From an optimization exercise on the open Yosys and OpenROAD flow, aimed at small area; shortcuts taken in it are not production practice.
In this exercise RTL edits were held to simulation tests only and were not proved equivalent to the original.
Power and IR drop assume default switching activity.

==> flow/design.v <==
module half_adder(input wire a, input wire b, output wire s, output wire co);
    assign s  = a ^ b;
    assign co = a & b;
endmodule
module full_adder(input wire a, input wire b, input wire ci, output wire s, output wire co);
    assign s  = a ^ b ^ ci;
    assign co = (a & b) | (a & ci) | (b & ci);
endmodule
module booth_sel(input wire one, input wire two, input wire neg, input wire a, input wire am1, output wire x);
    assign x = ((one & a) | (two & am1)) ^ neg;
endmodule
module booth_sel1(input wire one, input wire neg, input wire a, output wire x);
    assign x = (one & a) ^ neg;
endmodule
module booth_selm(input wire one, input wire two, input wire neg, input wire a, output wire xn);
    assign xn = ~(((one | two) & a) ^ neg);
endmodule
module multi16x16(
    input   wire            a_signed,
    input   wire            b_signed,
    input   wire    [15:0]  mula,
    input   wire    [15:0]  mulb,
    output  wire    [31:0]  out
);
    wire a_top = a_signed & mula[15];
    wire b_top = b_signed & mulb[15];
    wire one0 = mulb[0];
    wire two0 = mulb[1] & ~mulb[0];
    wire neg0 = mulb[1];
    wire n1;
    assign n1 = (one0 & mula[0]) ^ neg0;
    wire n2;
    assign n2 = ((one0 & mula[1]) | (two0 & mula[0])) ^ neg0;
    wire n3;
    assign n3 = ((one0 & mula[2]) | (two0 & mula[1])) ^ neg0;
    wire n4;
    assign n4 = ((one0 & mula[3]) | (two0 & mula[2])) ^ neg0;
    wire n5;
    assign n5 = ((one0 & mula[4]) | (two0 & mula[3])) ^ neg0;
    wire n6;
    assign n6 = ((one0 & mula[5]) | (two0 & mula[4])) ^ neg0;
    wire n7;
    assign n7 = ((one0 & mula[6]) | (two0 & mula[5])) ^ neg0;
    wire n8;
    assign n8 = ((one0 & mula[7]) | (two0 & mula[6])) ^ neg0;
    wire n9;
    assign n9 = ((one0 & mula[8]) | (two0 & mula[7])) ^ neg0;
    wire n10;
    assign n10 = ((one0 & mula[9]) | (two0 & mula[8])) ^ neg0;
    wire n11;
    assign n11 = ((one0 & mula[10]) | (two0 & mula[9])) ^ neg0;
    wire n12;
    assign n12 = ((one0 & mula[11]) | (two0 & mula[10])) ^ neg0;
    wire n13;
    assign n13 = ((one0 & mula[12]) | (two0 & mula[11])) ^ neg0;
    wire n14;
    assign n14 = ((one0 & mula[13]) | (two0 & mula[12])) ^ neg0;
    wire n15;
    assign n15 = ((one0 & mula[14]) | (two0 & mula[13])) ^ neg0;
    wire n16;
    assign n16 = ((one0 & mula[15]) | (two0 & mula[14])) ^ neg0;
    wire n17;
    assign n17 = ((one0 & a_top) | (two0 & mula[15])) ^ neg0;
    wire n18;
    assign n18 = ~(((one0 | two0) & a_top) ^ neg0);
    wire one1 = mulb[2] ^ mulb[1];
    wire two1 = (mulb[3] & ~mulb[2] & ~mulb[1]) | (~mulb[3] & mulb[2] & mulb[1]);
    wire neg1 = mulb[3];
    wire n19;
    assign n19 = (one1 & mula[0]) ^ neg1;
    wire n20;
    assign n20 = ((one1 & mula[1]) | (two1 & mula[0])) ^ neg1;
    wire n21;
    assign n21 = ((one1 & mula[2]) | (two1 & mula[1])) ^ neg1;
    wire n22;
    assign n22 = ((one1 & mula[3]) | (two1 & mula[2])) ^ neg1;
    wire n23;
    assign n23 = ((one1 & mula[4]) | (two1 & mula[3])) ^ neg1;
    wire n24;
    assign n24 = ((one1 & mula[5]) | (two1 & mula[4])) ^ neg1;
    wire n25;
    assign n25 = ((one1 & mula[6]) | (two1 & mula[5])) ^ neg1;
    wire n26;
    assign n26 = ((one1 & mula[7]) | (two1 & mula[6])) ^ neg1;
    wire n27;
    assign n27 = ((one1 & mula[8]) | (two1 & mula[7])) ^ neg1;
    wire n28;
    assign n28 = ((one1 & mula[9]) | (two1 & mula[8])) ^ neg1;
    wire n29;
    assign n29 = ((one1 & mula[10]) | (two1 & mula[9])) ^ neg1;
    wire n30;
    assign n30 = ((one1 & mula[11]) | (two1 & mula[10])) ^ neg1;
    wire n31;
    assign n31 = ((one1 & mula[12]) | (two1 & mula[11])) ^ neg1;
    wire n32;
    assign n32 = ((one1 & mula[13]) | (two1 & mula[12])) ^ neg1;
    wire n33;
    assign n33 = ((one1 & mula[14]) | (two1 & mula[13])) ^ neg1;
    wire n34;
    assign n34 = ((one1 & mula[15]) | (two1 & mula[14])) ^ neg1;
    wire n35;
    assign n35 = ((one1 & a_top) | (two1 & mula[15])) ^ neg1;
    wire n36;
    assign n36 = ~(((one1 | two1) & a_top) ^ neg1);
    wire one2 = mulb[4] ^ mulb[3];
    wire two2 = (mulb[5] & ~mulb[4] & ~mulb[3]) | (~mulb[5] & mulb[4] & mulb[3]);
    wire neg2 = mulb[5];
    wire n37;
    assign n37 = (one2 & mula[0]) ^ neg2;
    wire n38;
    assign n38 = ((one2 & mula[1]) | (two2 & mula[0])) ^ neg2;
    wire n39;
    assign n39 = ((one2 & mula[2]) | (two2 & mula[1])) ^ neg2;
    wire n40;
    assign n40 = ((one2 & mula[3]) | (two2 & mula[2])) ^ neg2;
    wire n41;
    assign n41 = ((one2 & mula[4]) | (two2 & mula[3])) ^ neg2;
    wire n42;
    assign n42 = ((one2 & mula[5]) | (two2 & mula[4])) ^ neg2;
    wire n43;
    assign n43 = ((one2 & mula[6]) | (two2 & mula[5])) ^ neg2;
    wire n44;
    assign n44 = ((one2 & mula[7]) | (two2 & mula[6])) ^ neg2;
    wire n45;
    assign n45 = ((one2 & mula[8]) | (two2 & mula[7])) ^ neg2;
    wire n46;
    assign n46 = ((one2 & mula[9]) | (two2 & mula[8])) ^ neg2;
    wire n47;
    assign n47 = ((one2 & mula[10]) | (two2 & mula[9])) ^ neg2;
    wire n48;
    assign n48 = ((one2 & mula[11]) | (two2 & mula[10])) ^ neg2;
    wire n49;
    assign n49 = ((one2 & mula[12]) | (two2 & mula[11])) ^ neg2;
    wire n50;
    assign n50 = ((one2 & mula[13]) | (two2 & mula[12])) ^ neg2;
    wire n51;
    assign n51 = ((one2 & mula[14]) | (two2 & mula[13])) ^ neg2;
    wire n52;
    assign n52 = ((one2 & mula[15]) | (two2 & mula[14])) ^ neg2;
    wire n53;
    assign n53 = ((one2 & a_top) | (two2 & mula[15])) ^ neg2;
    wire n54;
    assign n54 = ~(((one2 | two2) & a_top) ^ neg2);
    wire one3 = mulb[6] ^ mulb[5];
    wire two3 = (mulb[7] & ~mulb[6] & ~mulb[5]) | (~mulb[7] & mulb[6] & mulb[5]);
    wire neg3 = mulb[7];
    wire n55;
    assign n55 = (one3 & mula[0]) ^ neg3;
    wire n56;
    assign n56 = ((one3 & mula[1]) | (two3 & mula[0])) ^ neg3;
    wire n57;
    assign n57 = ((one3 & mula[2]) | (two3 & mula[1])) ^ neg3;
    wire n58;
    assign n58 = ((one3 & mula[3]) | (two3 & mula[2])) ^ neg3;
    wire n59;
    assign n59 = ((one3 & mula[4]) | (two3 & mula[3])) ^ neg3;
    wire n60;
    assign n60 = ((one3 & mula[5]) | (two3 & mula[4])) ^ neg3;
    wire n61;
    assign n61 = ((one3 & mula[6]) | (two3 & mula[5])) ^ neg3;
    wire n62;
    assign n62 = ((one3 & mula[7]) | (two3 & mula[6])) ^ neg3;
    wire n63;
    assign n63 = ((one3 & mula[8]) | (two3 & mula[7])) ^ neg3;
    wire n64;
    assign n64 = ((one3 & mula[9]) | (two3 & mula[8])) ^ neg3;
    wire n65;
    assign n65 = ((one3 & mula[10]) | (two3 & mula[9])) ^ neg3;
    wire n66;
    assign n66 = ((one3 & mula[11]) | (two3 & mula[10])) ^ neg3;
    wire n67;
    assign n67 = ((one3 & mula[12]) | (two3 & mula[11])) ^ neg3;
    wire n68;
    assign n68 = ((one3 & mula[13]) | (two3 & mula[12])) ^ neg3;
    wire n69;
    assign n69 = ((one3 & mula[14]) | (two3 & mula[13])) ^ neg3;
    wire n70;
    assign n70 = ((one3 & mula[15]) | (two3 & mula[14])) ^ neg3;
    wire n71;
    assign n71 = ((one3 & a_top) | (two3 & mula[15])) ^ neg3;
    wire n72;
    assign n72 = ~(((one3 | two3) & a_top) ^ neg3);
    wire one4 = mulb[8] ^ mulb[7];
    wire two4 = (mulb[9] & ~mulb[8] & ~mulb[7]) | (~mulb[9] & mulb[8] & mulb[7]);
    wire neg4 = mulb[9];
    wire n73;
    assign n73 = (one4 & mula[0]) ^ neg4;
    wire n74;
    assign n74 = ((one4 & mula[1]) | (two4 & mula[0])) ^ neg4;
    wire n75;
    assign n75 = ((one4 & mula[2]) | (two4 & mula[1])) ^ neg4;
    wire n76;
    assign n76 = ((one4 & mula[3]) | (two4 & mula[2])) ^ neg4;
    wire n77;
    assign n77 = ((one4 & mula[4]) | (two4 & mula[3])) ^ neg4;
    wire n78;
    assign n78 = ((one4 & mula[5]) | (two4 & mula[4])) ^ neg4;
    wire n79;
    assign n79 = ((one4 & mula[6]) | (two4 & mula[5])) ^ neg4;
    wire n80;
    assign n80 = ((one4 & mula[7]) | (two4 & mula[6])) ^ neg4;
    wire n81;
    assign n81 = ((one4 & mula[8]) | (two4 & mula[7])) ^ neg4;
    wire n82;
    assign n82 = ((one4 & mula[9]) | (two4 & mula[8])) ^ neg4;
    wire n83;
    assign n83 = ((one4 & mula[10]) | (two4 & mula[9])) ^ neg4;
    wire n84;
    assign n84 = ((one4 & mula[11]) | (two4 & mula[10])) ^ neg4;
    wire n85;
    assign n85 = ((one4 & mula[12]) | (two4 & mula[11])) ^ neg4;
    wire n86;
    assign n86 = ((one4 & mula[13]) | (two4 & mula[12])) ^ neg4;
    wire n87;
    assign n87 = ((one4 & mula[14]) | (two4 & mula[13])) ^ neg4;
    wire n88;
    assign n88 = ((one4 & mula[15]) | (two4 & mula[14])) ^ neg4;
    wire n89;
    assign n89 = ((one4 & a_top) | (two4 & mula[15])) ^ neg4;
    wire n90;
    assign n90 = ~(((one4 | two4) & a_top) ^ neg4);
    wire one5 = mulb[10] ^ mulb[9];
    wire two5 = (mulb[11] & ~mulb[10] & ~mulb[9]) | (~mulb[11] & mulb[10] & mulb[9]);
    wire neg5 = mulb[11];
    wire n91;
    assign n91 = (one5 & mula[0]) ^ neg5;
    wire n92;
    assign n92 = ((one5 & mula[1]) | (two5 & mula[0])) ^ neg5;
    wire n93;
    assign n93 = ((one5 & mula[2]) | (two5 & mula[1])) ^ neg5;
    wire n94;
    assign n94 = ((one5 & mula[3]) | (two5 & mula[2])) ^ neg5;
    wire n95;
    assign n95 = ((one5 & mula[4]) | (two5 & mula[3])) ^ neg5;
    wire n96;
    assign n96 = ((one5 & mula[5]) | (two5 & mula[4])) ^ neg5;
    wire n97;
    assign n97 = ((one5 & mula[6]) | (two5 & mula[5])) ^ neg5;
    wire n98;
    assign n98 = ((one5 & mula[7]) | (two5 & mula[6])) ^ neg5;
    wire n99;
    assign n99 = ((one5 & mula[8]) | (two5 & mula[7])) ^ neg5;
    wire n100;
    assign n100 = ((one5 & mula[9]) | (two5 & mula[8])) ^ neg5;
    wire n101;
    assign n101 = ((one5 & mula[10]) | (two5 & mula[9])) ^ neg5;
    wire n102;
    assign n102 = ((one5 & mula[11]) | (two5 & mula[10])) ^ neg5;
    wire n103;
    assign n103 = ((one5 & mula[12]) | (two5 & mula[11])) ^ neg5;
    wire n104;
    assign n104 = ((one5 & mula[13]) | (two5 & mula[12])) ^ neg5;
    wire n105;
    assign n105 = ((one5 & mula[14]) | (two5 & mula[13])) ^ neg5;
    wire n106;
    assign n106 = ((one5 & mula[15]) | (two5 & mula[14])) ^ neg5;
    wire n107;
    assign n107 = ((one5 & a_top) | (two5 & mula[15])) ^ neg5;
    wire n108;
    assign n108 = ~(((one5 | two5) & a_top) ^ neg5);
    wire one6 = mulb[12] ^ mulb[11];
    wire two6 = (mulb[13] & ~mulb[12] & ~mulb[11]) | (~mulb[13] & mulb[12] & mulb[11]);
    wire neg6 = mulb[13];
    wire n109;
    assign n109 = (one6 & mula[0]) ^ neg6;
    wire n110;
    assign n110 = ((one6 & mula[1]) | (two6 & mula[0])) ^ neg6;
    wire n111;
    assign n111 = ((one6 & mula[2]) | (two6 & mula[1])) ^ neg6;
    wire n112;
    assign n112 = ((one6 & mula[3]) | (two6 & mula[2])) ^ neg6;
    wire n113;
    assign n113 = ((one6 & mula[4]) | (two6 & mula[3])) ^ neg6;
    wire n114;
    assign n114 = ((one6 & mula[5]) | (two6 & mula[4])) ^ neg6;
    wire n115;
    assign n115 = ((one6 & mula[6]) | (two6 & mula[5])) ^ neg6;
    wire n116;
    assign n116 = ((one6 & mula[7]) | (two6 & mula[6])) ^ neg6;
    wire n117;
    assign n117 = ((one6 & mula[8]) | (two6 & mula[7])) ^ neg6;
    wire n118;
    assign n118 = ((one6 & mula[9]) | (two6 & mula[8])) ^ neg6;
    wire n119;
    assign n119 = ((one6 & mula[10]) | (two6 & mula[9])) ^ neg6;
    wire n120;
    assign n120 = ((one6 & mula[11]) | (two6 & mula[10])) ^ neg6;
    wire n121;
    assign n121 = ((one6 & mula[12]) | (two6 & mula[11])) ^ neg6;
    wire n122;
    assign n122 = ((one6 & mula[13]) | (two6 & mula[12])) ^ neg6;
    wire n123;
    assign n123 = ((one6 & mula[14]) | (two6 & mula[13])) ^ neg6;
    wire n124;
    assign n124 = ((one6 & mula[15]) | (two6 & mula[14])) ^ neg6;
    wire n125;
    assign n125 = ((one6 & a_top) | (two6 & mula[15])) ^ neg6;
    wire n126;
    assign n126 = ~(((one6 | two6) & a_top) ^ neg6);
    wire one7 = mulb[14] ^ mulb[13];
    wire two7 = (mulb[15] & ~mulb[14] & ~mulb[13]) | (~mulb[15] & mulb[14] & mulb[13]);
    wire neg7 = mulb[15];
    wire n127;
    assign n127 = (one7 & mula[0]) ^ neg7;
    wire n128;
    assign n128 = ((one7 & mula[1]) | (two7 & mula[0])) ^ neg7;
    wire n129;
    assign n129 = ((one7 & mula[2]) | (two7 & mula[1])) ^ neg7;
    wire n130;
    assign n130 = ((one7 & mula[3]) | (two7 & mula[2])) ^ neg7;
    wire n131;
    assign n131 = ((one7 & mula[4]) | (two7 & mula[3])) ^ neg7;
    wire n132;
    assign n132 = ((one7 & mula[5]) | (two7 & mula[4])) ^ neg7;
    wire n133;
    assign n133 = ((one7 & mula[6]) | (two7 & mula[5])) ^ neg7;
    wire n134;
    assign n134 = ((one7 & mula[7]) | (two7 & mula[6])) ^ neg7;
    wire n135;
    assign n135 = ((one7 & mula[8]) | (two7 & mula[7])) ^ neg7;
    wire n136;
    assign n136 = ((one7 & mula[9]) | (two7 & mula[8])) ^ neg7;
    wire n137;
    assign n137 = ((one7 & mula[10]) | (two7 & mula[9])) ^ neg7;
    wire n138;
    assign n138 = ((one7 & mula[11]) | (two7 & mula[10])) ^ neg7;
    wire n139;
    assign n139 = ((one7 & mula[12]) | (two7 & mula[11])) ^ neg7;
    wire n140;
    assign n140 = ((one7 & mula[13]) | (two7 & mula[12])) ^ neg7;
    wire n141;
    assign n141 = ((one7 & mula[14]) | (two7 & mula[13])) ^ neg7;
    wire n142;
    assign n142 = ((one7 & mula[15]) | (two7 & mula[14])) ^ neg7;
    wire n143;
    assign n143 = ((one7 & a_top) | (two7 & mula[15])) ^ neg7;
    wire n144;
    assign n144 = ~(((one7 | two7) & a_top) ^ neg7);
    wire one8 = b_top ^ mulb[15];
    wire neg8 = b_top;
    wire n145;
    assign n145 = (one8 & mula[0]) ^ neg8;
    wire n146;
    assign n146 = (one8 & mula[1]) ^ neg8;
    wire n147;
    assign n147 = (one8 & mula[2]) ^ neg8;
    wire n148;
    assign n148 = (one8 & mula[3]) ^ neg8;
    wire n149;
    assign n149 = (one8 & mula[4]) ^ neg8;
    wire n150;
    assign n150 = (one8 & mula[5]) ^ neg8;
    wire n151;
    assign n151 = (one8 & mula[6]) ^ neg8;
    wire n152;
    assign n152 = (one8 & mula[7]) ^ neg8;
    wire n153;
    assign n153 = (one8 & mula[8]) ^ neg8;
    wire n154;
    assign n154 = (one8 & mula[9]) ^ neg8;
    wire n155;
    assign n155 = (one8 & mula[10]) ^ neg8;
    wire n156;
    assign n156 = (one8 & mula[11]) ^ neg8;
    wire n157;
    assign n157 = (one8 & mula[12]) ^ neg8;
    wire n158;
    assign n158 = (one8 & mula[13]) ^ neg8;
    wire n159;
    assign n159 = (one8 & mula[14]) ^ neg8;
    wire n160;
    assign n160 = (one8 & mula[15]) ^ neg8;
    wire n161, n162;
    half_adder ha1 (.a(neg0), .b(n1), .s(n161), .co(n162));
    wire n163, n164;
    half_adder ha2 (.a(n2), .b(n162), .s(n163), .co(n164));
    wire n165, n166;
    full_adder fa1 (.a(neg1), .b(n3), .ci(n19), .s(n165), .co(n166));
    wire n167, n168;
    half_adder ha3 (.a(n164), .b(n165), .s(n167), .co(n168));
    wire n169, n170;
    full_adder fa2 (.a(n4), .b(n20), .ci(n166), .s(n169), .co(n170));
    wire n171, n172;
    half_adder ha4 (.a(n168), .b(n169), .s(n171), .co(n172));
    wire n173, n174;
    full_adder fa3 (.a(neg2), .b(n5), .ci(n21), .s(n173), .co(n174));
    wire n175, n176;
    full_adder fa4 (.a(n37), .b(n173), .ci(n170), .s(n175), .co(n176));
    wire n177, n178;
    half_adder ha5 (.a(n172), .b(n175), .s(n177), .co(n178));
    wire n179, n180;
    full_adder fa5 (.a(n6), .b(n22), .ci(n38), .s(n179), .co(n180));
    wire n181, n182;
    full_adder fa6 (.a(n174), .b(n179), .ci(n176), .s(n181), .co(n182));
    wire n183, n184;
    half_adder ha6 (.a(n178), .b(n181), .s(n183), .co(n184));
    wire n185, n186;
    full_adder fa7 (.a(neg3), .b(n7), .ci(n23), .s(n185), .co(n186));
    wire n187, n188;
    full_adder fa8 (.a(n39), .b(n55), .ci(n180), .s(n187), .co(n188));
    wire n189, n190;
    full_adder fa9 (.a(n185), .b(n187), .ci(n182), .s(n189), .co(n190));
    wire n191, n192;
    full_adder fa10 (.a(n8), .b(n24), .ci(n40), .s(n191), .co(n192));
    wire n193, n194;
    full_adder fa11 (.a(n56), .b(n186), .ci(n191), .s(n193), .co(n194));
    wire n195, n196;
    full_adder fa12 (.a(n188), .b(n193), .ci(n190), .s(n195), .co(n196));
    wire n197, n198;
    full_adder fa13 (.a(neg4), .b(n9), .ci(n25), .s(n197), .co(n198));
    wire n199, n200;
    full_adder fa14 (.a(n41), .b(n57), .ci(n73), .s(n199), .co(n200));
    wire n201, n202;
    full_adder fa15 (.a(n192), .b(n197), .ci(n199), .s(n201), .co(n202));
    wire n203, n204;
    half_adder ha7 (.a(n194), .b(n201), .s(n203), .co(n204));
    wire n205, n206;
    full_adder fa16 (.a(n10), .b(n26), .ci(n42), .s(n205), .co(n206));
    wire n207, n208;
    full_adder fa17 (.a(n58), .b(n74), .ci(n198), .s(n207), .co(n208));
    wire n209, n210;
    full_adder fa18 (.a(n200), .b(n205), .ci(n207), .s(n209), .co(n210));
    wire n211, n212;
    full_adder fa19 (.a(n202), .b(n209), .ci(n204), .s(n211), .co(n212));
    wire n213, n214;
    full_adder fa20 (.a(neg5), .b(n11), .ci(n27), .s(n213), .co(n214));
    wire n215, n216;
    full_adder fa21 (.a(n43), .b(n59), .ci(n75), .s(n215), .co(n216));
    wire n217, n218;
    full_adder fa22 (.a(n91), .b(n206), .ci(n213), .s(n217), .co(n218));
    wire n219, n220;
    full_adder fa23 (.a(n215), .b(n208), .ci(n217), .s(n219), .co(n220));
    wire n221, n222;
    full_adder fa24 (.a(n210), .b(n219), .ci(n212), .s(n221), .co(n222));
    wire n223, n224;
    full_adder fa25 (.a(n12), .b(n28), .ci(n44), .s(n223), .co(n224));
    wire n225, n226;
    full_adder fa26 (.a(n60), .b(n76), .ci(n92), .s(n225), .co(n226));
    wire n227, n228;
    full_adder fa27 (.a(n214), .b(n216), .ci(n223), .s(n227), .co(n228));
    wire n229, n230;
    full_adder fa28 (.a(n225), .b(n218), .ci(n227), .s(n229), .co(n230));
    wire n231, n232;
    full_adder fa29 (.a(n220), .b(n229), .ci(n222), .s(n231), .co(n232));
    wire n233, n234;
    full_adder fa30 (.a(neg6), .b(n13), .ci(n29), .s(n233), .co(n234));
    wire n235, n236;
    full_adder fa31 (.a(n45), .b(n61), .ci(n77), .s(n235), .co(n236));
    wire n237, n238;
    full_adder fa32 (.a(n93), .b(n109), .ci(n224), .s(n237), .co(n238));
    wire n239, n240;
    full_adder fa33 (.a(n226), .b(n233), .ci(n235), .s(n239), .co(n240));
    wire n241, n242;
    full_adder fa34 (.a(n237), .b(n228), .ci(n239), .s(n241), .co(n242));
    wire n243, n244;
    half_adder ha8 (.a(n230), .b(n241), .s(n243), .co(n244));
    wire n245, n246;
    full_adder fa35 (.a(n14), .b(n30), .ci(n46), .s(n245), .co(n246));
    wire n247, n248;
    full_adder fa36 (.a(n62), .b(n78), .ci(n94), .s(n247), .co(n248));
    wire n249, n250;
    full_adder fa37 (.a(n110), .b(n234), .ci(n236), .s(n249), .co(n250));
    wire n251, n252;
    full_adder fa38 (.a(n245), .b(n247), .ci(n238), .s(n251), .co(n252));
    wire n253, n254;
    full_adder fa39 (.a(n240), .b(n249), .ci(n251), .s(n253), .co(n254));
    wire n255, n256;
    full_adder fa40 (.a(n242), .b(n253), .ci(n244), .s(n255), .co(n256));
    wire n257, n258;
    full_adder fa41 (.a(neg7), .b(n15), .ci(n31), .s(n257), .co(n258));
    wire n259, n260;
    full_adder fa42 (.a(n47), .b(n63), .ci(n79), .s(n259), .co(n260));
    wire n261, n262;
    full_adder fa43 (.a(n95), .b(n111), .ci(n127), .s(n261), .co(n262));
    wire n263, n264;
    full_adder fa44 (.a(n246), .b(n248), .ci(n257), .s(n263), .co(n264));
    wire n265, n266;
    full_adder fa45 (.a(n259), .b(n261), .ci(n250), .s(n265), .co(n266));
    wire n267, n268;
    full_adder fa46 (.a(n263), .b(n252), .ci(n265), .s(n267), .co(n268));
    wire n269, n270;
    full_adder fa47 (.a(n254), .b(n267), .ci(n256), .s(n269), .co(n270));
    wire n271, n272;
    full_adder fa48 (.a(n16), .b(n32), .ci(n48), .s(n271), .co(n272));
    wire n273, n274;
    full_adder fa49 (.a(n64), .b(n80), .ci(n96), .s(n273), .co(n274));
    wire n275, n276;
    full_adder fa50 (.a(n112), .b(n128), .ci(n258), .s(n275), .co(n276));
    wire n277, n278;
    full_adder fa51 (.a(n260), .b(n262), .ci(n271), .s(n277), .co(n278));
    wire n279, n280;
    full_adder fa52 (.a(n273), .b(n275), .ci(n264), .s(n279), .co(n280));
    wire n281, n282;
    full_adder fa53 (.a(n277), .b(n266), .ci(n279), .s(n281), .co(n282));
    wire n283, n284;
    half_adder ha9 (.a(n268), .b(n281), .s(n283), .co(n284));
    wire n285, n286;
    full_adder fa54 (.a(neg8), .b(n17), .ci(n33), .s(n285), .co(n286));
    wire n287, n288;
    full_adder fa55 (.a(n49), .b(n65), .ci(n81), .s(n287), .co(n288));
    wire n289, n290;
    full_adder fa56 (.a(n97), .b(n113), .ci(n129), .s(n289), .co(n290));
    wire n291, n292;
    full_adder fa57 (.a(n145), .b(n272), .ci(n274), .s(n291), .co(n292));
    wire n293, n294;
    full_adder fa58 (.a(n285), .b(n287), .ci(n289), .s(n293), .co(n294));
    wire n295, n296;
    full_adder fa59 (.a(n276), .b(n278), .ci(n291), .s(n295), .co(n296));
    wire n297, n298;
    full_adder fa60 (.a(n293), .b(n280), .ci(n295), .s(n297), .co(n298));
    wire n299, n300;
    full_adder fa61 (.a(n282), .b(n297), .ci(n284), .s(n299), .co(n300));
    wire n301 = ~n18;
    wire n302, n303;
    full_adder fa62 (.a(n34), .b(n50), .ci(n66), .s(n302), .co(n303));
    wire n304, n305;
    full_adder fa63 (.a(n82), .b(n98), .ci(n114), .s(n304), .co(n305));
    wire n306, n307;
    full_adder fa64 (.a(n130), .b(n146), .ci(n301), .s(n306), .co(n307));
    wire n308, n309;
    full_adder fa65 (.a(n286), .b(n288), .ci(n290), .s(n308), .co(n309));
    wire n310, n311;
    full_adder fa66 (.a(n302), .b(n304), .ci(n306), .s(n310), .co(n311));
    wire n312, n313;
    full_adder fa67 (.a(n292), .b(n294), .ci(n308), .s(n312), .co(n313));
    wire n314, n315;
    full_adder fa68 (.a(n310), .b(n296), .ci(n312), .s(n314), .co(n315));
    wire n316, n317;
    half_adder ha10 (.a(n298), .b(n314), .s(n316), .co(n317));
    wire n318 = ~n35;
    wire n319, n320;
    full_adder fa69 (.a(n51), .b(n67), .ci(n83), .s(n319), .co(n320));
    wire n321, n322;
    full_adder fa70 (.a(n99), .b(n115), .ci(n131), .s(n321), .co(n322));
    wire n323, n324;
    full_adder fa71 (.a(n147), .b(n18), .ci(n318), .s(n323), .co(n324));
    wire n325, n326;
    full_adder fa72 (.a(n303), .b(n305), .ci(n307), .s(n325), .co(n326));
    wire n327, n328;
    full_adder fa73 (.a(n319), .b(n321), .ci(n323), .s(n327), .co(n328));
    wire n329, n330;
    full_adder fa74 (.a(n309), .b(n311), .ci(n325), .s(n329), .co(n330));
    wire n331, n332;
    full_adder fa75 (.a(n327), .b(n313), .ci(n329), .s(n331), .co(n332));
    wire n333, n334;
    full_adder fa76 (.a(n315), .b(n331), .ci(n317), .s(n333), .co(n334));
    wire n335, n336;
    full_adder fa77 (.a(n36), .b(n52), .ci(n68), .s(n335), .co(n336));
    wire n337, n338;
    full_adder fa78 (.a(n84), .b(n100), .ci(n116), .s(n337), .co(n338));
    wire n339, n340;
    full_adder fa79 (.a(n132), .b(n148), .ci(n35), .s(n339), .co(n340));
    wire n341, n342;
    full_adder fa80 (.a(n320), .b(n322), .ci(n324), .s(n341), .co(n342));
    wire n343, n344;
    full_adder fa81 (.a(n335), .b(n337), .ci(n339), .s(n343), .co(n344));
    wire n345, n346;
    full_adder fa82 (.a(n326), .b(n328), .ci(n341), .s(n345), .co(n346));
    wire n347, n348;
    full_adder fa83 (.a(n343), .b(n330), .ci(n345), .s(n347), .co(n348));
    wire n349, n350;
    half_adder ha11 (.a(n332), .b(n347), .s(n349), .co(n350));
    wire n351 = ~n53;
    wire n352, n353;
    full_adder fa84 (.a(n69), .b(n85), .ci(n101), .s(n352), .co(n353));
    wire n354, n355;
    full_adder fa85 (.a(n117), .b(n133), .ci(n149), .s(n354), .co(n355));
    wire n356, n357;
    full_adder fa86 (.a(n351), .b(n336), .ci(n338), .s(n356), .co(n357));
    wire n358, n359;
    full_adder fa87 (.a(n340), .b(n352), .ci(n354), .s(n358), .co(n359));
    wire n360, n361;
    full_adder fa88 (.a(n342), .b(n344), .ci(n356), .s(n360), .co(n361));
    wire n362, n363;
    full_adder fa89 (.a(n358), .b(n346), .ci(n360), .s(n362), .co(n363));
    wire n364, n365;
    full_adder fa90 (.a(n348), .b(n362), .ci(n350), .s(n364), .co(n365));
    wire n366, n367;
    full_adder fa91 (.a(n54), .b(n70), .ci(n86), .s(n366), .co(n367));
    wire n368, n369;
    full_adder fa92 (.a(n102), .b(n118), .ci(n134), .s(n368), .co(n369));
    wire n370, n371;
    full_adder fa93 (.a(n150), .b(n53), .ci(n353), .s(n370), .co(n371));
    wire n372, n373;
    full_adder fa94 (.a(n355), .b(n366), .ci(n368), .s(n372), .co(n373));
    wire n374, n375;
    full_adder fa95 (.a(n357), .b(n370), .ci(n359), .s(n374), .co(n375));
    wire n376, n377;
    full_adder fa96 (.a(n372), .b(n361), .ci(n374), .s(n376), .co(n377));
    wire n378, n379;
    half_adder ha12 (.a(n363), .b(n376), .s(n378), .co(n379));
    wire n380 = ~n71;
    wire n381, n382;
    full_adder fa97 (.a(n87), .b(n103), .ci(n119), .s(n381), .co(n382));
    wire n383, n384;
    full_adder fa98 (.a(n135), .b(n151), .ci(n380), .s(n383), .co(n384));
    wire n385, n386;
    full_adder fa99 (.a(n367), .b(n369), .ci(n381), .s(n385), .co(n386));
    wire n387, n388;
    full_adder fa100 (.a(n383), .b(n371), .ci(n373), .s(n387), .co(n388));
    wire n389, n390;
    full_adder fa101 (.a(n385), .b(n375), .ci(n387), .s(n389), .co(n390));
    wire n391, n392;
    full_adder fa102 (.a(n377), .b(n389), .ci(n379), .s(n391), .co(n392));
    wire n393, n394;
    full_adder fa103 (.a(n72), .b(n88), .ci(n104), .s(n393), .co(n394));
    wire n395, n396;
    full_adder fa104 (.a(n120), .b(n136), .ci(n152), .s(n395), .co(n396));
    wire n397, n398;
    full_adder fa105 (.a(n71), .b(n382), .ci(n384), .s(n397), .co(n398));
    wire n399, n400;
    full_adder fa106 (.a(n393), .b(n395), .ci(n386), .s(n399), .co(n400));
    wire n401, n402;
    full_adder fa107 (.a(n397), .b(n388), .ci(n399), .s(n401), .co(n402));
    wire n403, n404;
    half_adder ha13 (.a(n390), .b(n401), .s(n403), .co(n404));
    wire n405 = ~n89;
    wire n406, n407;
    full_adder fa108 (.a(n105), .b(n121), .ci(n137), .s(n406), .co(n407));
    wire n408, n409;
    full_adder fa109 (.a(n153), .b(n405), .ci(n394), .s(n408), .co(n409));
    wire n410, n411;
    full_adder fa110 (.a(n396), .b(n406), .ci(n398), .s(n410), .co(n411));
    wire n412, n413;
    full_adder fa111 (.a(n408), .b(n410), .ci(n400), .s(n412), .co(n413));
    wire n414, n415;
    full_adder fa112 (.a(n402), .b(n412), .ci(n404), .s(n414), .co(n415));
    wire n416, n417;
    full_adder fa113 (.a(n90), .b(n106), .ci(n122), .s(n416), .co(n417));
    wire n418, n419;
    full_adder fa114 (.a(n138), .b(n154), .ci(n89), .s(n418), .co(n419));
    wire n420, n421;
    full_adder fa115 (.a(n407), .b(n416), .ci(n418), .s(n420), .co(n421));
    wire n422, n423;
    full_adder fa116 (.a(n409), .b(n420), .ci(n411), .s(n422), .co(n423));
    wire n424, n425;
    half_adder ha14 (.a(n422), .b(n413), .s(n424), .co(n425));
    wire n426 = ~n107;
    wire n427, n428;
    full_adder fa117 (.a(n123), .b(n139), .ci(n155), .s(n427), .co(n428));
    wire n429, n430;
    full_adder fa118 (.a(n426), .b(n417), .ci(n419), .s(n429), .co(n430));
    wire n431, n432;
    full_adder fa119 (.a(n427), .b(n421), .ci(n429), .s(n431), .co(n432));
    wire n433, n434;
    full_adder fa120 (.a(n431), .b(n423), .ci(n425), .s(n433), .co(n434));
    wire n435, n436;
    full_adder fa121 (.a(n108), .b(n124), .ci(n140), .s(n435), .co(n436));
    wire n437, n438;
    full_adder fa122 (.a(n156), .b(n107), .ci(n428), .s(n437), .co(n438));
    wire n439, n440;
    full_adder fa123 (.a(n435), .b(n430), .ci(n437), .s(n439), .co(n440));
    wire n441, n442;
    half_adder ha15 (.a(n432), .b(n439), .s(n441), .co(n442));
    wire n443 = ~n125;
    wire n444, n445;
    full_adder fa124 (.a(n141), .b(n157), .ci(n443), .s(n444), .co(n445));
    wire n446, n447;
    full_adder fa125 (.a(n436), .b(n444), .ci(n438), .s(n446), .co(n447));
    wire n448, n449;
    full_adder fa126 (.a(n440), .b(n446), .ci(n442), .s(n448), .co(n449));
    wire n450, n451;
    full_adder fa127 (.a(n126), .b(n142), .ci(n158), .s(n450), .co(n451));
    wire n452, n453;
    full_adder fa128 (.a(n125), .b(n445), .ci(n450), .s(n452), .co(n453));
    wire n454, n455;
    full_adder fa129 (.a(n452), .b(n447), .ci(n449), .s(n454), .co(n455));
    wire n456 = ~n143;
    wire n457, n458;
    full_adder fa130 (.a(n159), .b(n456), .ci(n451), .s(n457), .co(n458));
    wire n459, n460;
    half_adder ha16 (.a(n457), .b(n453), .s(n459), .co(n460));
    wire n461, n462;
    full_adder fa131 (.a(n144), .b(n160), .ci(n143), .s(n461), .co(n462));
    wire n463, n464;
    full_adder fa132 (.a(n461), .b(n458), .ci(n460), .s(n463), .co(n464));
    wire n465, n466;
    half_adder ha17 (.a(n184), .b(n189), .s(n465), .co(n466));
    wire n467, n468;
    half_adder ha18 (.a(n196), .b(n203), .s(n467), .co(n468));
    wire n469, n470;
    half_adder ha19 (.a(n232), .b(n243), .s(n469), .co(n470));
    wire n471, n472;
    half_adder ha20 (.a(n270), .b(n283), .s(n471), .co(n472));
    wire n473, n474;
    half_adder ha21 (.a(n300), .b(n316), .s(n473), .co(n474));
    wire n475, n476;
    half_adder ha22 (.a(n334), .b(n349), .s(n475), .co(n476));
    wire n477, n478;
    half_adder ha23 (.a(n365), .b(n378), .s(n477), .co(n478));
    wire n479, n480;
    half_adder ha24 (.a(n392), .b(n403), .s(n479), .co(n480));
    wire n481, n482;
    half_adder ha25 (.a(n415), .b(n424), .s(n481), .co(n482));
    wire n483, n484;
    half_adder ha26 (.a(n434), .b(n441), .s(n483), .co(n484));
    wire n485, n486;
    half_adder ha27 (.a(n455), .b(n459), .s(n485), .co(n486));
    wire n487 = n195 & n466;
    wire n488 = n195 & n465;
    wire n489 = n211 & n468;
    wire n490 = n211 & n467;
    wire n491 = n231 & n221;
    wire n492 = n255 & n470;
    wire n493 = n255 & n469;
    wire n494 = n471 & n269;
    wire n495 = n473 & n299;
    wire n496 = n475 & n333;
    wire n497 = n477 & n364;
    wire n498 = n479 & n391;
    wire n499 = n481 & n414;
    wire n500 = n483 & n433;
    wire n501 = n454 & n448;
    wire n502 = n463 & n486;
    wire n503 = n463 & n485;
    wire n504 = n489 | (n490 & n487);
    wire n505 = n490 & n488;
    wire n506 = n493 & n491;
    wire n507 = n474 | (n495 & n472);
    wire n508 = n495 & n494;
    wire n509 = n478 | (n497 & n476);
    wire n510 = n497 & n496;
    wire n511 = n482 | (n499 & n480);
    wire n512 = n499 & n498;
    wire n513 = n501 & n484;
    wire n514 = n501 & n500;
    wire n515 = n492 | (n506 & n504);
    wire n516 = n506 & n505;
    wire n517 = n509 | (n510 & n507);
    wire n518 = n510 & n508;
    wire n519 = n513 | (n514 & n511);
    wire n520 = n514 & n512;
    wire n521 = n517 | (n518 & n515);
    wire n522 = n518 & n516;
    wire n523 = n519 | (n520 & n521);
    wire n524 = n520 & n522;
    wire n525 = n507 | (n508 & n515);
    wire n526 = n508 & n516;
    wire n527 = n511 | (n512 & n521);
    wire n528 = n512 & n522;
    wire n529 = n491 & n504;
    wire n530 = n491 & n505;
    wire n531 = n472 | (n494 & n515);
    wire n532 = n494 & n516;
    wire n533 = n476 | (n496 & n525);
    wire n534 = n496 & n526;
    wire n535 = n480 | (n498 & n521);
    wire n536 = n498 & n522;
    wire n537 = n484 | (n500 & n527);
    wire n538 = n500 & n528;
    wire n539 = n502 | (n503 & n523);
    wire n540 = n503 & n524;
    wire n541 = n468 | (n467 & n487);
    wire n542 = n467 & n488;
    wire n543 = n221 & n504;
    wire n544 = n221 & n505;
    wire n545 = n470 | (n469 & n529);
    wire n546 = n469 & n530;
    wire n547 = n269 & n515;
    wire n548 = n269 & n516;
    wire n549 = n299 & n531;
    wire n550 = n299 & n532;
    wire n551 = n333 & n525;
    wire n552 = n333 & n526;
    wire n553 = n364 & n533;
    wire n554 = n364 & n534;
    wire n555 = n391 & n521;
    wire n556 = n391 & n522;
    wire n557 = n414 & n535;
    wire n558 = n414 & n536;
    wire n559 = n433 & n527;
    wire n560 = n433 & n528;
    wire n561 = n448 & n537;
    wire n562 = n448 & n538;
    wire n563 = n486 | (n485 & n523);
    wire n564 = n485 & n524;
    wire n565 = n195 ^ n466;
    wire n566 = n467 ^ n487;
    wire n567 = n211 ^ n541;
    wire n568 = n221 ^ n504;
    wire n569 = n231 ^ n543;
    wire n570 = n469 ^ n529;
    wire n571 = n255 ^ n545;
    wire n572 = n269 ^ n515;
    wire n573 = n471 ^ n547;
    wire n574 = n299 ^ n531;
    wire n575 = n473 ^ n549;
    wire n576 = n333 ^ n525;
    wire n577 = n475 ^ n551;
    wire n578 = n364 ^ n533;
    wire n579 = n477 ^ n553;
    wire n580 = n391 ^ n521;
    wire n581 = n479 ^ n555;
    wire n582 = n414 ^ n535;
    wire n583 = n481 ^ n557;
    wire n584 = n433 ^ n527;
    wire n585 = n483 ^ n559;
    wire n586 = n448 ^ n537;
    wire n587 = n454 ^ n561;
    wire n588 = n485 ^ n523;
    wire n589 = n463 ^ n563;
    assign out[0] = n161;  
    assign out[1] = n163;  
    assign out[2] = n167;  
    assign out[3] = n171;  
    assign out[4] = n177;  
    assign out[5] = n183;  
    assign out[6] = n465;  
    assign out[7] = n565;  
    assign out[8] = n566;  
    assign out[9] = n567;  
    assign out[10] = n568;  
    assign out[11] = n569;  
    assign out[12] = n570;  
    assign out[13] = n571;  
    assign out[14] = n572;  
    assign out[15] = n573;  
    assign out[16] = n574;  
    assign out[17] = n575;  
    assign out[18] = n576;  
    assign out[19] = n577;  
    assign out[20] = n578;  
    assign out[21] = n579;  
    assign out[22] = n580;  
    assign out[23] = n581;  
    assign out[24] = n582;  
    assign out[25] = n583;  
    assign out[26] = n584;  
    assign out[27] = n585;  
    assign out[28] = n586;  
    assign out[29] = n587;  
    assign out[30] = n588;  
    assign out[31] = n589;  
endmodule
module mul16_top(
    input   wire            clk,
    input   wire            a_signed,
    input   wire            b_signed,
    input   wire    [15:0]  mula,
    input   wire    [15:0]  mulb,
    output  reg     [31:0]  p
);
reg             a_signed_q, b_signed_q;
reg     [15:0]  mula_q, mulb_q;
wire    [31:0]  prod;
always @(posedge clk) begin
    a_signed_q <= a_signed;
    b_signed_q <= b_signed;
    mula_q     <= mula;
    mulb_q     <= mulb;
    p          <= prod;
end
multi16x16 mult(
    .a_signed(a_signed_q),
    .b_signed(b_signed_q),
    .mula(mula_q),
    .mulb(mulb_q),
    .out(prod)
);
endmodule
==> flow/flow/run.sh <==
#!/bin/bash
# Standard ORFS layout (the standard.sh, unchanged synthesis), except:
#  - the port buffers inserted before global placement are the smallest buffer
#    cell instead of the resizer's default choice;
#  - clock tree synthesis does not add dummy loads to balance the tree.
# Full make/tool output goes to standard.log; ORFS keeps each step's own log
# under orfs/logs/.
set -euo pipefail
export BUFFER_PORTS_ARGS="-buffer_cell sky130_fd_sc_hd__buf_1"
export CTS_ARGS="-sink_clustering_enable -repair_clock_nets -dont_use_dummy_load -sink_clustering_size 12 -root_buf sky130_fd_sc_hd__clkbuf_4 -buf_list {sky130_fd_sc_hd__clkbuf_4}"
bash standard.sh > standard.log 2>&1
==> flow/standard.sh <==
#!/bin/bash
# synth_recipe.tcl (not shown) runs the flow's synth.tcl, then flattens the netlist and writes it again
# the make line also repeats each setting of config.mk as NAME=value (left out here)
make -C /OpenROAD-flow-scripts/flow DESIGN_CONFIG=/design/flow/config.mk WORK_HOME=/design/flow/orfs CLKGATE_MAP_FILE= SYNTH_SCRIPT=/design/flow/synth_recipe.tcl "${@:-finish}"
==> flow/config.mk <==
export PLATFORM = sky130hd
export DESIGN_NAME = mul16_top
export DESIGN_NICKNAME = mul16_top
export VERILOG_FILES = /design/flow/design.v
export SDC_FILE = /design/flow/constraint.sdc
export NUM_CORES = 4
export LEC_CHECK = 0
export ABC_AREA = 1
export CAP_MARGIN = 20
export CORE_MARGIN = 2
export CORE_UTILIZATION = 70
export CTS_BUF_LIST = sky130_fd_sc_hd__clkbuf_4 sky130_fd_sc_hd__clkbuf_8
export CTS_CLUSTER_SIZE = 16
export SLEW_MARGIN = 20
export SYNTH_HIERARCHICAL = 1
==> flow/constraint.sdc <==
create_clock -name core_clock -period 6.5 [get_ports {clk}]
set_input_delay 1.3000 -clock core_clock [delete_from_list [all_inputs] [get_ports {clk}]]
set_output_delay 1.3000 -clock core_clock [all_outputs]
set_load 0.01 [all_outputs]
==> results of run 1 <==
-- critical path, delay by kind of cell, from the launching register on --
| family | cells | cell delay, ns |
|---|---|---|
| AO/OA/AOI/OAI | 2 | 0.46 |
| XOR/XNOR | 2 | 0.43 |
| adder cells (fa/ha/maj) | 8 | 3.02 |
| buffers and inverters | 2 | 0.30 |
| flip-flops | 1 | 0.36 |
| AND/OR/NAND/NOR | 9 | 1.28 |
-- path summary, 6_finish.rpt --
kind	end	from	slack, ns
max reg2reg	p[31]	mulb_q[5]	0.54
min reg2reg	p[1]	mula_q[0]	0.65
max	p[31]	mulb_q[5]	0.54
min	p[1]	mula_q[0]	0.65
-- power breakdown --
part	switching (mW)	total, mW	internal [mW]
sequential	0.0332	0.670	0.636
combinational	2.44	4.37	1.93
clock	0.137	0.201	0.0641
-- synth_stat cells --
cell type,instances,area share [%]
clkbuf_1,5,0.23
nand2_1,73,3.4
ha_1,40,6.3
o21ai_0,4,0.25
a31oi_1,7,0.55
nand2_4,2,0.28
nand3_1,4,0.25
inv_1,37,1.7
fa_1,132,33
xor2_1,135,15
inv_2,1,0.047
buf_1,6,0.28
o21bai_1,2,0.19
a22oi_1,1,0.094
buf_2,24,1.5
nand4_1,1,0.078
buf_4,39,3.7
xnor2_1,3,0.33
o221ai_1,13,1.4
dfxtp_1,66,17
or2_1,6,0.47
clkinv_1,1,0.047
a31o_2,1,0.11
o22ai_2,13,2.0
a21oi_1,23,1.4
or2_4,1,0.11
o22ai_1,101,7.9
buf_6,9,1.3
nor2_1,27,1.3
nand2_2,7,0.55
-- modules after synthesis (local to each module, per instance) --
module / flops+latches / area (um^2) / cells inside / times used
mul16_top: 66 / 1321 / 66 / 1
multi16x16: 0 / 3706 / 559 / 1
full_adder: 0 / 20.02 / 1 / 132
half_adder: 0 / 12.51 / 1 / 27
-- metrics by stage --
stage	util (%)	hold slack, ns	cells	power [mW]	worst slack [ns]
2_1_floorplan	-	0.5682	784	5.614	1.403
3_3_place_gp	70.56	0.6312	920	4.869	0.7115
3_5_place_dp	70.56	0.6363	920	5.055	0.6100
4_1_cts	71.16	0.6634	929	5.293	0.5837
5_1_grt	71.16	0.6893	929	5.963	0.1804
6_report	71.16	0.6532	929	5.244	0.5373
-- registers in the layout, summed over array words and instances (netlist names) --
signal      cells
a_signed_q      1
mula_q         16
mulb_q         16
b_signed_q      1
p              32
-- final cells by class --
type	instances	area (um^2)	area share, %
clock buffer	9	67.56	0.8423
inverter	39	146.4	1.825
multi-input combinational	596	5984	74.61
sequential	66	1321	16.47
tap	143	178.9	2.231
timing repair buffer	76	322.8	4.024
-- metal layers --
metal	track usage (%)	share of wire [%]	vias up
li1	-	-	2613
met1	44.27	43	2853
met2	49.16	47	283
met3	5.413	7.7	41
met4	12.42	2.8	0
met5	0	0	-
-- cell families (layout without fill, tap and decap cells) --
| family | Yosys count | after routing | share of synthesized area, % |
|---|---|---|---|
| fa+ha+maj | 172 | 172 | 39.25 |
| compound gates | 165 | 165 | 13.97 |
| xor+xnor | 138 | 138 | 15.09 |
| buf+inv | 122 | 124 | 8.766 |
| simple gates | 121 | 121 | 6.422 |
| flops | 66 | 66 | 16.50 |
==> out/results.tsv, run 1 <==
metric	value	unit
setup_tns	0	ns
netlist_area	8008	um^2
final_hold_viol_count	0	
avgSynthCellArea	10.21	um^2
ys_ff_latch	66	
finalInstanceArea	8021	um^2
globalRoute.totalOverflow	0	
syn_nets	991	
yosysWarnings	7	
placed_area	7954	um^2
fin_skew	0.03915	ns
critical_path_peak_fanout	17	
vias	5790	
antenna_found_initial	0	
gp_congestion	0.9433	
cts_resized	0	
h-tree-depth	3	
syn_inst	784	
min_path_type	register to register	
drc_errors	0	
rsz0062_at_grt	no	
layout.nets	995	
clock-sinks	66	
final_cell_mix	xor2_1 (135), fa_1 (132), o22ai_1 (101)	
area_growth	0.1718	%
clk_pin_slew	0.12	ns
slowest_delay	0.54	ns
setup_viol	0	
die-height	111.0	um
core_area	11270	um^2
post_cts_buffers	0	
holdPathStages	2	
grt_pass1_vias	5928	
gr-usage-all-layers	31.47	%
worstSetupStartpointType	register	
core.rowCount	39	
cp_common_cell	fa_1	
cts-root-buf	clkbuf_4	
rr_worst_depth	23	
p_per_area	653.7	nW/um^2
start_util	71.04	%
ant_nets	0	
slowest_stage	fa_1	
worstPathArrival	6.28	ns
grt_pass1_wl	30220	um
clk_latency	0.46	ns
die_w	111.0	um
cts_tree	yes	
crit_chain	buf_4 -> or2_1 -> nand2_1 -> o22ai_1 -> xor2_1 -> fa_1 -> fa_1 -> fa_1 -> fa_1 -> ha_1 -> fa_1 -> ha_1 -> nand2_1 -> nor2_1 -> inv_1 -> nor2_1 -> nand2_1 -> nand2_1 -> nand3_1 -> o21ai_0 -> ha_1 -> nor2_1 -> xnor2_1	
drtPass1Iterations	5	
cts-buffers-inserted	9	
finalWirelength	18310	um
p_leak	3.438	nW
status	timing/DRC/antenna clean	
worstMarginPinSlew	0.9364	ns
yosysSeqAreaShare	16.50	%
synth_cell_type_count	30	
diodes	0	
die-area	12310	um^2
fin_crit_sh	91.73	%
ctsHoldBuffers	0	
io_buffer_count	66	
first_iter_violations	408	
hpwl	14020	um
clock.fmax	167.7	MHz
vias_per_cell	6.233	
final_common_cell	xor2_1	
endpoint_kind	register	
routedWlPerCell	19.71	um
slew_headroom	37.34	%
ir_worst_vdd	1.204	mV
clk_path_buf_depth	2	
fin_crit	5.963	ns
fill_cells	874	
crit_required	6.81	ns
drive_above_1_share	5.598	%
ios	67	
report.final.slew_viol_count	0	
grt_max_degree	23	
crit_type	register to register	
drv_cap	0	
==> run 2: changes to the inputs <==
--- a/flow/flow/run.sh
+++ b/flow/flow/run.sh
@@ -7,5 +7,5 @@
 # under orfs/logs/.
 set -euo pipefail
 export BUFFER_PORTS_ARGS="-buffer_cell sky130_fd_sc_hd__buf_1"
-export CTS_ARGS="-sink_clustering_enable -repair_clock_nets -dont_use_dummy_load -sink_clustering_size 12 -root_buf sky130_fd_sc_hd__clkbuf_4 -buf_list {sky130_fd_sc_hd__clkbuf_4}"
+export CTS_ARGS="-sink_clustering_enable -repair_clock_nets -dont_use_dummy_load -sink_clustering_size 12 -buf_list {sky130_fd_sc_hd__clkbuf_2 sky130_fd_sc_hd__clkbuf_4}"
 bash standard.sh > standard.log 2>&1
--- a/flow/config.mk
+++ b/flow/config.mk
@@ -8,7 +8,7 @@
 export ABC_AREA = 1
 export CAP_MARGIN = 20
 export CORE_MARGIN = 2
-export CORE_UTILIZATION = 70
+export CORE_UTILIZATION = 55
 export CTS_BUF_LIST = sky130_fd_sc_hd__clkbuf_4 sky130_fd_sc_hd__clkbuf_8
 export CTS_CLUSTER_SIZE = 16
 export SLEW_MARGIN = 20
==> run 2 against run 1 <==
- sequential share of layout area shrank 0.10 points
- critical endpoint unchanged
- still clean on timing, DRC and antenna
- synthesized cell count is the same
- worst hold slack gained 0.014 ns
- largest power group unchanged
==> out/results.tsv, run 2 <==
metric	value	unit
die-height	124.7	um
worstPathArrival	6.21	ns
synth_top_area_share	33.00	%
vias	5632	
die_w	124.7	um
slowest_stage	nor2_1	
final_util	56.17	%
finalWirelength	19040	um
ir_worst_vdd	0.5235	mV
largest_registers	p: 32 flops, mula_q: 16 flops, mulb_q: 16 flops	
rr_worst_depth	21	
cts_resized	0	
drtPass1Iterations	5	
top_register	p	
core_area	14370	um^2
rr_startpoint	mulb_q[0]	
syn_nets	991	
ff2ff_setup_slack	0.62	ns
report.final.slew_viol_count	0	
final_common_cell	xor2_1	
vias_per_cell	5.800	
setup_viol	0	
die-area	15540	um^2
ys_ff_latch	66	
placed_area	7998	um^2
synth_cell_type_count	30	
slew_headroom	39.45	%
cp-endpoint	p[31]	
hpwl	14400	um
area_growth	0.7813	%
rsz0062_at_grt	no	
min_path_type	register to register	
crit_chain	inv_1 -> nor2_1 -> o21ai_0 -> fa_1 -> fa_1 -> fa_1 -> fa_1 -> ha_1 -> fa_1 -> ha_1 -> nand2_1 -> nor2_1 -> inv_1 -> nor2_1 -> nand2_1 -> nand2_1 -> nand3_1 -> o21ai_0 -> ha_1 -> nor2_1 -> xnor2_1	
crit_required	6.83	ns
yosysSeqAreaShare	16.50	%
p_leak	3.433	nW
cp_common_cell	fa_1	
cts_tree	yes	
yosysWarnings	7	
fin_crit	5.879	ns
routedWlPerCell	19.61	um
slowest_delay	0.69	ns
multiInputGateArea	5984	um^2
clk_pin_slew	0.12	ns
worstSetupStartpointType	register	
gp_congestion	0.8940	
yosysTopAreaCell	fa_1	
ctsHoldBuffers	0	
netlist_area	8008	um^2
cts-buffers-inserted	9	
final_hold_viol_count	0	
fin_skew	0.03244	ns
seq_area	1321	um^2
worstMarginPinSlew	0.9048	ns
synthFlopType	dfxtp_1	
avgSynthCellArea	10.21	um^2
drc_errors	0	
core.rowCount	44	
fill_cells	1307	
first_iter_violations	352	
endpoint_kind	register	
cts-root-buf	clkbuf_4	
globalRoute.totalOverflow	0	
critical_path.startpoint	mulb_q[0]	
clk_latency	0.45	ns
ant_nets	0	
largest_register_ffs	32	
setup_tns	0	ns
drv_cap	0	
clock-sinks	66	
final_cell_mix	xor2_1 (135), fa_1 (132), o22ai_1 (101)	
ys_top_cells_by_count	xor2_1 (135), fa_1 (132), o22ai_1 (101)	
crit_type	register to register	
antenna_found_initial	2	
synth.most_common_cell	xor2_1	
fin_crit_sh	90.44	%
gr-usage-all-layers	25.67	%
start_util	55.73	%
syn_inst	784	
synth-edff-count	0	
hold_ws	0.6673	ns
layout.nets	994	
drive_above_1_share	5.478	%
ios	67	
status	timing/DRC/antenna clean	
reg2reg_to	p[31]	
h-tree-depth	3	
grt_pass1_vias	5930	
synth_area_leaders	fa_1 (33%), dfxtp_1 (17%), xor2_1 (15%)	
grt_max_degree	22	
synthArstFlopShare	0	%
finalInstanceArea	8070	um^2
post_cts_buffers	0	
io_buffer_count	66	
critical_path_peak_fanout	15	
clk_path_buf_depth	2	
p_per_area	643.3	nW/um^2
grt_pass1_wl	31310	um
clock.fmax	170.1	MHz
[run 2: cell types whose count changed in the layout (fill, tap and decap cells not counted)]
cell     before  now
buf_4        10    9
diode_2       0    2
[run 2: per-stage QoR]
| stage | total power [mW] | setup WS [ns] | std cells |
|---|---|---|---|
| floorplan | 5.614 | 1.403 | 784 |
| global placement | 4.937 | 0.8257 | 960 |
| detailed placement | 5.035 | 0.6709 | 960 |
| CTS | 5.298 | 0.6211 | 969 |
| global route | 6.013 | 0.1812 | 971 |
| finish | 5.191 | 0.6213 | 971 |
[run 2: worst min path at each step]
stage                    from    to  slack, ns  cells past startpoint
detailed placement  mula_q[0]  p[1]       0.63                      2
global route        mula_q[0]  p[1]       0.70                      2
finish              mula_q[0]  p[1]       0.67                      2
floorplan           mulb_q[1]  p[0]       0.57                      2
global placement    mula_q[0]  p[1]       0.64                      2
CTS                 mula_q[0]  p[1]       0.67                      2
[run 2: critical path, delay by kind of cell, from the launching register on]
family	cells	cell delay, ns
adder cells (fa/ha/maj)	8	3.07
AND/OR/NAND/NOR	8	1.35
AO/OA/AOI/OAI	2	0.61
flip-flops	1	0.46
buffers and inverters	2	0.13
XOR/XNOR	1	0.11
[run 2: Yosys stat by module, one instance, submodules excluded]
module	flip-flops and latches	times used	area (um^2)
half_adder	0	27	12.51
mul16_top	66	1	1321
full_adder	0	132	20.02
multi16x16	0	1	3706
[run 2: where the power goes]
group	internal [mW]	switching (mW)
Clock	0.0641	0.139
Combinational	1.93	2.39
Sequential	0.636	0.0340
Total	2.63	2.56
[run 2: final cells by class]
type	instances	share of cell area [%]
antenna	2	0.06202
clock buffer	9	0.8372
inverter	39	1.814
multi-input combinational	596	74.16
sequential	66	16.37
tap	184	2.853
timing repair buffer	75	3.907
[run 2: layer usage]
metal  share of wire (%)  GRT usage [%]  vias to the layer above
li1                    -              -                     2613
met5                   0              0                        -
met3                 6.3          6.529                       20
met4                 1.3          5.288                        0
met1                  45          35.03                     2812
met2                  48          41.79                      187
[run 2: cell families after synthesis]
group / share of synthesized area [%]
AO/OA/AOI/OAI: 13.97
buffers and inverters: 8.766
flip-flops: 16.50
AND/OR/NAND/NOR: 6.422
adder cells (fa/ha/maj): 39.25
XOR/XNOR: 15.09
==> run 3: changes to the inputs <==
--- a/flow/flow/run.sh
+++ b/flow/flow/run.sh
@@ -7,5 +7,5 @@
 # under orfs/logs/.
 set -euo pipefail
 export BUFFER_PORTS_ARGS="-buffer_cell sky130_fd_sc_hd__buf_1"
-export CTS_ARGS="-sink_clustering_enable -repair_clock_nets -dont_use_dummy_load -sink_clustering_size 12 -buf_list {sky130_fd_sc_hd__clkbuf_2 sky130_fd_sc_hd__clkbuf_4}"
+export CTS_ARGS="-sink_clustering_enable -repair_clock_nets -dont_use_dummy_load -sink_clustering_size 8 -root_buf sky130_fd_sc_hd__clkbuf_4 -buf_list {sky130_fd_sc_hd__clkbuf_4}"
 bash standard.sh > standard.log 2>&1
==> run 3 against run 2 <==
- critical path type unchanged
- still clean
- sequential share of layout area unchanged
- flip-flop and latch count unchanged
- via count is the same
==> out/results.tsv, run 3 <==
metric	value	unit
setup_viol	0	
synth-edff-count	0	
first_iter_violations	352	
clk_latency	0.45	ns
worstPathArrival	6.21	ns
drtPass1Iterations	5	
yosysSeqAreaShare	16.50	%
finalWirelength	19040	um
rsz0062_at_grt	no	
synthFlopType	dfxtp_1	
clock-sinks	66	
yosysWarnings	7	
p_sw	2.563	mW
status	timing/DRC/antenna clean	
gr-usage-all-layers	25.67	%
gp_congestion	0.8940	
final_common_cell	xor2_1	
rr_worst_depth	21	
p_int	2.628	mW
start_util	55.73	%
p_leak	3.433	nW
finalInstanceArea	8070	um^2
ios	67	
ff2ff_setup_slack	0.62	ns
cts_tree	yes	
worstSetupStartpointType	register	
cts_resized	0	
antenna_found_initial	2	
grt_pass1_wl	31310	um
cts-buffers-inserted	9	
io_buffer_count	66	
syn_inst	784	
fin_crit_sh	90.44	%
hold_ws	0.6673	ns
critical_path.startpoint	mulb_q[0]	
final_cell_mix	xor2_1 (135), fa_1 (132), o22ai_1 (101)	
ctsHoldBuffers	0	
area_growth	0.7813	%
clk_path_buf_depth	2	
fin_skew	0.03244	ns
synth_top_area_share	33.00	%
h-tree-depth	3	
synth.most_common_cell	xor2_1	
clk_pin_slew	0.12	ns
dp.cells	960	
pwr-share-seq	12.9	%
routedWlPerCell	19.61	um
post-place-ws	0.6709	ns
die_w	124.7	um
worstMarginPinSlew	0.9048	ns
vias_per_cell	5.800	
ys_ff_latch	66	
ant_nets	0	
drc_errors	0	
placed_area	7998	um^2
synth_cell_type_count	30	
final_util	56.17	%
cp-endpoint	p[31]	
fin_cells	971	
setup_tns	0	ns
p_clk_share	3.9	%
netlist_area	8008	um^2
synth_area_leaders	fa_1 (33%), dfxtp_1 (17%), xor2_1 (15%)	
yosysTopAreaCell	fa_1	
grt_pass1_vias	5930	
swShare	49.38	%
layout.nets	994	
p_per_area	643.3	nW/um^2
final_hold_viol_count	0	
avgSynthCellArea	10.21	um^2
fill_cells	1307	
crit_required	6.83	ns
vias	5632	
rr_startpoint	mulb_q[0]	
syn_nets	991	
synthArstFlopShare	0	%
globalRoute.totalOverflow	0	
post_cts_buffers	0	
crit_type	register to register	
report.final.slew_viol_count	0	
fin_ws	0.6213	ns
reg2reg_to	p[31]	
grt_max_degree	22	
fin_crit	5.879	ns
drive_above_1_share	5.478	%
ir_worst_vdd	0.5235	mV
slew_headroom	39.45	%
largest_registers	p: 32 flops, mula_q: 16 flops, mulb_q: 16 flops	
largest_register_ffs	32	
die-height	124.7	um
min_path_type	register to register	
clock.fmax	170.1	MHz
cts-root-buf	clkbuf_4	
hpwl	14400	um
core_area	14370	um^2
die-area	15540	um^2
core.rowCount	44	
critical_path_peak_fanout	15	
ys_top_cells_by_count	xor2_1 (135), fa_1 (132), o22ai_1 (101)	
top_register	p	
finalPower	5.191	mW
endpoint_kind	register	
drv_cap	0	
combPwrFrac	83.2	%
run 3: cell counts after synthesis:
No cell type changed its count.
run 3: cell families after synthesis:
logic type	share of synthesized area, %
compound gates	13.97
fa+ha+maj	39.25
simple gates	6.422
xor+xnor	15.09
flops	16.50
buf+inv	8.766
run 3: critical path, stage by stage, from the launching register on:
cell	delay, ns
dfxtp_1	0.46
inv_1	0.08
nor2_1	0.69
o21ai_0	0.48
fa_1	0.60
fa_1	0.42
fa_1	0.53
fa_1	0.42
ha_1	0.20
fa_1	0.37
ha_1	0.32
nand2_1	0.07
nor2_1	0.11
inv_1	0.05
nor2_1	0.08
nand2_1	0.06
nand2_1	0.19
nand3_1	0.10
o21ai_0	0.13
ha_1	0.21
nor2_1	0.05
xnor2_1	0.11
run 3: layout make-up:
class / instances / area, um^2 / share of cell area, %
Clock buffer: 9 / 67.56 / 0.8372
Inverter: 39 / 146.4 / 1.814
Sequential cell: 66 / 1321 / 16.37
Multi-Input combinational cell: 596 / 5984 / 74.16
Timing Repair Buffer: 75 / 315.3 / 3.907
Antenna cell: 2 / 5.005 / 0.06202
Tap cell: 184 / 230.2 / 2.853
run 3: modules after synthesis (local to each module, per instance):
| module | cells | area (um^2) | flops+latches | copies in the design |
|---|---|---|---|---|
| full_adder | 1 | 20.02 | 0 | 132 |
| half_adder | 1 | 12.51 | 0 | 27 |
| mul16_top | 66 | 1321 | 66 | 1 |
| multi16x16 | 559 | 3706 | 0 | 1 |
run 3: worst min-delay path by stage:
stage            to  depth (start not counted)  slack, ns      start
3_3_place_gp   p[1]                          2       0.64  mula_q[0]
5_1_grt        p[1]                          2       0.70  mula_q[0]
6_report       p[1]                          2       0.67  mula_q[0]
3_5_place_dp   p[1]                          2       0.63  mula_q[0]
2_1_floorplan  p[0]                          2       0.57  mulb_q[1]
4_1_cts        p[1]                          2       0.67  mula_q[0]
run 3: layer usage:
metal	track usage, %	vias to the layer above	part of all wire [%]
met1	35.03	2812	45
met4	5.288	0	1.3
met3	6.529	20	6.3
met2	41.79	187	48
li1	-	2613	-
met5	0	-	0
run 3: power by group through the flow:
stage          clock (mW)  sequential (mW)  combinational, mW
3_5_place_dp            0            0.682               4.35
2_1_floorplan           0            0.738               4.88
3_3_place_gp            0            0.678               4.26
4_1_cts             0.216            0.672               4.41
6_report            0.203            0.670               4.32
5_1_grt             0.234            0.681               5.10
==> run 4: changes to the inputs <==
--- a/flow/flow/run.sh
+++ b/flow/flow/run.sh
@@ -7,5 +7,5 @@
 # under orfs/logs/.
 set -euo pipefail
 export BUFFER_PORTS_ARGS="-buffer_cell sky130_fd_sc_hd__buf_1"
-export CTS_ARGS="-sink_clustering_enable -repair_clock_nets -dont_use_dummy_load -sink_clustering_size 8 -root_buf sky130_fd_sc_hd__clkbuf_4 -buf_list {sky130_fd_sc_hd__clkbuf_4}"
+export CTS_ARGS="-sink_clustering_enable -repair_clock_nets -dont_use_dummy_load -sink_clustering_size 8 -sink_clustering_max_diameter 40 -root_buf sky130_fd_sc_hd__clkbuf_4 -buf_list {sky130_fd_sc_hd__clkbuf_4}"
 bash standard.sh > standard.log 2>&1
==> run 4 against run 3 <==
- still clean
- clock power about the same
- sequential power barely moved
- first-iteration DRC count unchanged
- clock skew did not move
- wire length unchanged
- count of clock-buffer cells in the layout unchanged
- synthesized area is the same
- utilization is the same
==> out/results.tsv, run 4 <==
metric	value	unit
status	timing/DRC/antenna clean	
h-tree-depth	3	
vias	5632	
antenna_found_initial	2	
area_growth	0.7813	%
drive_above_1_share	5.478	%
final_cell_mix	xor2_1 (135), fa_1 (132), o22ai_1 (101)	
worstMarginPinSlew	0.9048	ns
syn_nets	991	
vias_per_cell	5.800	
rsz0062_at_grt	no	
finalPower	5.191	mW
endpoint_kind	register	
synth_area_leaders	fa_1 (33%), dfxtp_1 (17%), xor2_1 (15%)	
ant_nets	0	
fin_crit	5.879	ns
worstPathArrival	6.21	ns
grt_pass1_vias	5930	
layout.nets	994	
fill_cells	1307	
ios	67	
grt_pass1_wl	31310	um
gr-usage-all-layers	25.67	%
clock-sinks	66	
finalWirelength	19040	um
holdPathStages	2	
min_from	mula_q[0]	
ys_ff_latch	66	
ctsHoldBuffers	0	
drv_cap	0	
synth.most_common_cell	xor2_1	
synth_top_area_share	33.00	%
p_per_area	643.3	nW/um^2
gp_congestion	0.8940	
synthArstFlopShare	0	%
cts_resized	0	
routedWlPerCell	19.61	um
yosysTopAreaCell	fa_1	
grt_max_degree	22	
setup_tns	0	ns
die-area	15540	um^2
core_area	14370	um^2
cts_tree	yes	
drtPass1Iterations	5	
rr_worst_depth	21	
slowest_delay	0.69	ns
cp_common_cell	fa_1	
slowest_stage	nor2_1	
post_cts_buffers	0	
final_hold_viol_count	0	
path_buf_inv	2	
setup_viol	0	
crit_family	adder cells	
worstHoldEndpoint	p[1]	
start_util	55.73	%
fin_crit_sh	90.44	%
ff2ff_setup_slack	0.62	ns
largest_registers	p: 32 flops, mula_q: 16 flops, mulb_q: 16 flops	
crit_type	register to register	
io_buffer_count	66	
globalRoute.totalOverflow	0	
hold_ws	0.6673	ns
netlist_area	8008	um^2
first_iter_violations	352	
hpwl	14400	um
drc_errors	0	
min_path_type	register to register	
yosysWarnings	7	
ys_top_cells_by_count	xor2_1 (135), fa_1 (132), o22ai_1 (101)	
rr_startpoint	mulb_q[0]	
worstSetupStartpointType	register	
==> run 4: cell counts after synthesis <==
Identical to the previous run, type by type.
==> run 4: power breakdown <==
part | switching [mW] | leakage, nW | total (mW) | internal (mW)
Sequential | 0.0340 | 0.557 | 0.670 | 0.636
Combinational | 2.39 | 2.83 | 4.32 | 1.93
Clock | 0.139 | 0.0414 | 0.203 | 0.0641
Total | 2.56 | 3.43 | 5.19 | 2.63
==> run 4: metal layers <==
| layer | track usage, % | share of wire (%) |
|---|---|---|
| met1 | 35.03 | 45 |
| met2 | 41.79 | 48 |
| met3 | 6.529 | 6.3 |
| met4 | 5.288 | 1.3 |
| met5 | 0 | 0 |
==> run 4: logic make-up (layout without fill, tap and decap cells) <==
logic type,count (synthesis),after routing,synth area share (%)
simple gates,121,121,6.422
fa+ha+maj,172,172,39.25
flops,66,66,16.50
buf+inv,122,123,8.766
other cells,0,2,0
xor+xnor,138,138,15.09
compound gates,165,165,13.97
==> run 4: tightest hold or removal path: stages, from the launching register on <==
cell	delay, ns
dfxtp_1	0.34
o221ai_1	0.18
ha_1	0.13
==> run 4: per-module statistics from Yosys (local to each module, per instance) <==
module	times used	flip-flops and latches	cells
full_adder	132	0	1
half_adder	27	0	1
mul16_top	1	66	66
multi16x16	1	0	559
==> run 4: worst max-delay path by stage <==
stage              start     to  slack, ns  depth (start not counted)
5_1_grt        mulb_q[0]  p[31]       0.18                         21
3_3_place_gp   mulb_q[0]  p[31]       0.83                         21
3_5_place_dp   mulb_q[0]  p[31]       0.67                         21
6_report       mulb_q[0]  p[31]       0.62                         21
2_1_floorplan  mulb_q[1]  p[31]       1.40                         25
4_1_cts        mulb_q[0]  p[31]       0.62                         21
==> run 4: area by class of cell <==
cell class                 count  area [um^2]  area share, %
inverter                      39        146.4          1.814
clock buffer                   9        67.56         0.8372
sequential                    66         1321          16.37
multi-input combinational    596         5984          74.16
tap                          184        230.2          2.853
timing repair buffer          75        315.3          3.907
antenna                        2        5.005        0.06202
==> run 4: metrics by stage <==
| step | setup WS (ns) | utilization (%) | std cells | instance area [um^2] |
|---|---|---|---|---|
| 2_1_floorplan | 1.403 | - | 784 | 8008 |
| 3_3_place_gp | 0.8257 | 55.66 | 960 | 7998 |
| 3_5_place_dp | 0.6709 | 55.66 | 960 | 7998 |
| 4_1_cts | 0.6211 | 56.13 | 969 | 8065 |
| 5_1_grt | 0.1812 | 56.17 | 971 | 8070 |
| 6_report | 0.6213 | 56.17 | 971 | 8070 |

Setup slack of run 4, layout unchanged: 0.621 ns with ideal ports, 0.621 ns with driving cells assumed (clock clkbuf_16, inputs buf_2), 0.621 ns with port delays also shifted by the 0.476 ns mid clock arrival.
